Background: an optimization exercise with open tools, aiming at small area and a short achievable clock period. Do not read the settings as production practice.

== run A ==
==> module Cordic, before the edit <==
module Cordic (
  input  wire        in_clk,
  input  wire        in_rst,
  input  wire        in_enable,
  input  wire [15:0] in_x,
  input  wire [15:0] in_y,
  output wire        out_valid,
  output wire [18:0] out_phase,
  output wire [15:0] out_x,
  output wire [15:0] out_y
);
  function [18:0] atan;
    input integer i;
    begin
      case (i)
        0: atan = 19'h0c90f;
        1: atan = 19'h076b1;
        2: atan = 19'h03eb6;
        3: atan = 19'h01fd5;
        4: atan = 19'h00ffa;
        5: atan = 19'h007ff;
        6: atan = 19'h003ff;
        default: atan = 19'h001ff;
      endcase
    end
  endfunction
  reg [11:0] vld;
  always @(posedge in_clk or negedge in_rst)
    if (!in_rst) vld <= 12'b0;
    else         vld <= {vld[10:0], in_enable};
  assign out_valid = vld[11];
  reg signed [16:0] xr [0:8];
  reg signed [16:0] yr [0:8];
  reg        [7:0]  dr [1:8];    
  always @(posedge in_clk) begin
    xr[0] <= {in_x[15], in_x};
    yr[0] <= {in_y[15], in_y};
  end
  genvar i;
  generate
    for (i = 0; i < 8; i = i + 1) begin : g_stage
      wire               d  = yr[i][16];
      wire signed [16:0] xs = xr[i] >>> i;
      wire signed [16:0] ys = yr[i] >>> i;
      wire        [16:0] xn, yn;
      padd #(.N(17), .ARCH(0)) u_xadd (.a(xr[i]), .b(ys ^ {17{d}}),  .cin(d),  .s(xn));
      padd #(.N(17), .ARCH(0)) u_yadd (.a(yr[i]), .b(xs ^ {17{~d}}), .cin(~d), .s(yn));
      always @(posedge in_clk) begin
        xr[i+1] <= xn;
        yr[i+1] <= yn;
      end
      if (i == 0) begin : g_d0
        always @(posedge in_clk) dr[1] <= {7'b0, d};
      end else begin : g_dn
        always @(posedge in_clk) dr[i+1] <= (dr[i] & ((8'd1 << i) - 8'd1)) | ({7'b0, d} << i);
      end
    end
  endgenerate
  localparam [27:0] GAINC = 28'h5b70049;
  function [15:0] gain;
    input [16:0] v;
    reg   [16:0] u;
    reg   [27:0] p;
    begin
      u = {~v[16], v[15:0]};
      p = ({11'b0, u} << 11) + ({11'b0, u} << 9) + ({11'b0, ~u} << 6) +
          ({11'b0, ~u} << 3) + {11'b0, ~u} + GAINC;
      gain = p[27:12];
    end
  endfunction
  function [18:0] zsum;
    input [3:0] dirs;
    input integer base;
    integer k;
    begin
      zsum = 19'd0;
      for (k = 0; k < 4; k = k + 1)
        zsum = dirs[k] ? zsum - atan(base + k) : zsum + atan(base + k);
    end
  endfunction
  wire [18:0] zlo [0:15];
  wire [18:0] zhi [0:15];
  genvar j;
  generate
    for (j = 0; j < 16; j = j + 1) begin : g_ztab
      assign zlo[j] = zsum(j, 0);
      assign zhi[j] = zsum(j, 4);
    end
  endgenerate
  reg [15:0] ox, oy;
  reg [18:0] oz;
  always @(posedge in_clk) begin
    ox <= gain(xr[8]);
    oy <= gain(yr[8]);
    oz <= zlo[dr[8][3:0]] + zhi[dr[8][7:4]];
  end
  assign out_x = ox;
  assign out_y = oy;
  assign out_phase = oz;
endmodule
export LEC_CHECK = 0
export CAP_MARGIN = 20
export CORE_MARGIN = 2
export CORE_UTILIZATION = 40
export SLEW_MARGIN = 20
create_clock -name core_clock -period 9.0 [get_ports {in_clk}]
standard.sh (not shown) runs the stock make flow with config.mk's settings and CLKGATE_MAP_FILE= SYNTH_SCRIPT=/design/flow/synth_recipe.tcl, a recipe that flattens the netlist after the stock synthesis.
==> flow/flow/run.sh <==
#!/bin/bash
set -euo pipefail
bash standard.sh \
  SETUP_SLACK_MARGIN=${MARGIN:-5.8} \
  "BUFFER_PORTS_ARGS=-buffer_cell sky130_fd_sc_hd__buf_2" \
  finish > standard.log 2>&1
Run A | stages: all done | timing, DRC, antenna: all pass
The inputs of run B differ from those of run A as listed below.
--- a/flow/design.v
+++ b/flow/design.v
@@ -21,20 +21,20 @@
         5: atan = 19'h007ff;
         6: atan = 19'h003ff;
         default: atan = 19'h001ff;
       endcase
     end
   endfunction
-  reg [11:0] vld;
+  reg [12:0] vld;
   always @(posedge in_clk or negedge in_rst)
-    if (!in_rst) vld <= 12'b0;
-    else         vld <= {vld[10:0], in_enable};
-  assign out_valid = vld[11];
+    if (!in_rst) vld <= 13'b0;
+    else         vld <= {vld[11:0], in_enable};
+  assign out_valid = vld[12];
   reg signed [16:0] xr [0:8];
   reg signed [16:0] yr [0:8];
-  reg        [7:0]  dr [1:8];    
+  reg        [7:0]  dr [1:9];    
   always @(posedge in_clk) begin
     xr[0] <= {in_x[15], in_x};
     yr[0] <= {in_y[15], in_y};
   end
   genvar i;
   generate
@@ -53,24 +53,34 @@
         always @(posedge in_clk) dr[1] <= {7'b0, d};
       end else begin : g_dn
         always @(posedge in_clk) dr[i+1] <= (dr[i] & ((8'd1 << i) - 8'd1)) | ({7'b0, d} << i);
       end
     end
   endgenerate
-  localparam [27:0] GAINC = 28'h5b70049;
-  function [15:0] gain;
-    input [16:0] v;
-    reg   [16:0] u;
-    reg   [27:0] p;
+  reg [15:0] xa, ya;      
+  reg [11:0] xb, yb;      
+  reg        xc, yc;      
+  function [28:0] gain1;   
+    input signed [16:0] v;
+    reg signed [18:0] a;
+    reg signed [23:0] b;
+    reg        [3:0]  lo;
     begin
-      u = {~v[16], v[15:0]};
-      p = ({11'b0, u} << 11) + ({11'b0, u} << 9) + ({11'b0, ~u} << 6) +
-          ({11'b0, ~u} << 3) + {11'b0, ~u} + GAINC;
-      gain = p[27:12];
+      a  = (v <<< 2) + v;
+      b  = (v <<< 6) + (v <<< 3) + v;
+      lo = {1'b0, a[2:0]} - {1'b0, b[11:9]} - {3'b0, |v[8:0]};
+      gain1 = {lo[3], a[18:3], b[23:12]};
     end
   endfunction
+  wire [28:0] gx = gain1(xr[8]);
+  wire [28:0] gy = gain1(yr[8]);
+  always @(posedge in_clk) begin
+    {xc, xa, xb} <= gx;
+    {yc, ya, yb} <= gy;
+    dr[9]        <= dr[8];
+  end
   function [18:0] zsum;
     input [3:0] dirs;
     input integer base;
     integer k;
     begin
       zsum = 19'd0;
@@ -87,15 +97,15 @@
       assign zhi[j] = zsum(j, 4);
     end
   endgenerate
   reg [15:0] ox, oy;
   reg [18:0] oz;
   always @(posedge in_clk) begin
-    ox <= gain(xr[8]);
-    oy <= gain(yr[8]);
-    oz <= zlo[dr[8][3:0]] + zhi[dr[8][7:4]];
+    ox <= xa - {{4{xb[11]}}, xb} - xc;
+    oy <= ya - {{4{yb[11]}}, yb} - yc;
+    oz <= zlo[dr[9][3:0]] + zhi[dr[9][7:4]];
   end
   assign out_x = ox;
   assign out_y = oy;
   assign out_phase = oz;
 endmodule
 module padd #(parameter N = 17, ARCH = 0) (
==> run notes <==
- Instance count of the mapped netlist: run B and run A compared, higher one is run B
- Diff run A -> run B: total routing usage reported by global routing went down, number of sinks handled by clock tree synthesis went up, maximum clock insertion buffer count did not really move.
- Comparing run B and run A, the lower cell count after placement is on run A.
- Comparing run B and run A, area share of fa/ha/maj cells after synthesis is lower on run B.
- Taking run A over run B, the area after detailed placement ratio works out to 0.900.
- Run B finished every step from synthesis to the final layout, and the layout passed the timing, DRC and antenna checks.
- Run B vs. run A: global placement routability congestion up 1.3%; mux share of post-synthesis cell area flat; total number of sequential cells up 17%; synthesis-to-layout area growth down 7.3 points.
- For run A, the cell at the slowest stage of the critical path was sky130_fd_sc_hd__fa_1, unlike run B, where it was sky130_fd_sc_hd__o31a_1.
No functional check of the RTL was part of any run of this note.

[static timing again, ports no longer ideal]
Ports are ideal in the flow. The routed layouts listed here were re-timed in OpenROAD. Step 1 sets driving cells, clkbuf_16 on the clock port and buf_2 on the other inputs (assumed; they add their load-dependent delay and slew). Step 2 adds t to the input delays and takes it off the output delays; t is the mean of the earliest and latest rising clock arrival at the registers after step 1. Input paths then give back, and output paths get back, about the clock's delay inside the block. Three values: ideal, step 1, step 2; two values: the first two.
| run | t, ns | setup slack, ns | worst data-port slew with drivers (ns) |
|---|---|---|---|
| run A | 0.647 | 5.259 / 5.259 / 5.259 | 0.03 |
| run B | 0.653 | 5.958 / 5.958 / 5.958 | 0.04 |
After both steps setup and hold are still met in every run listed.
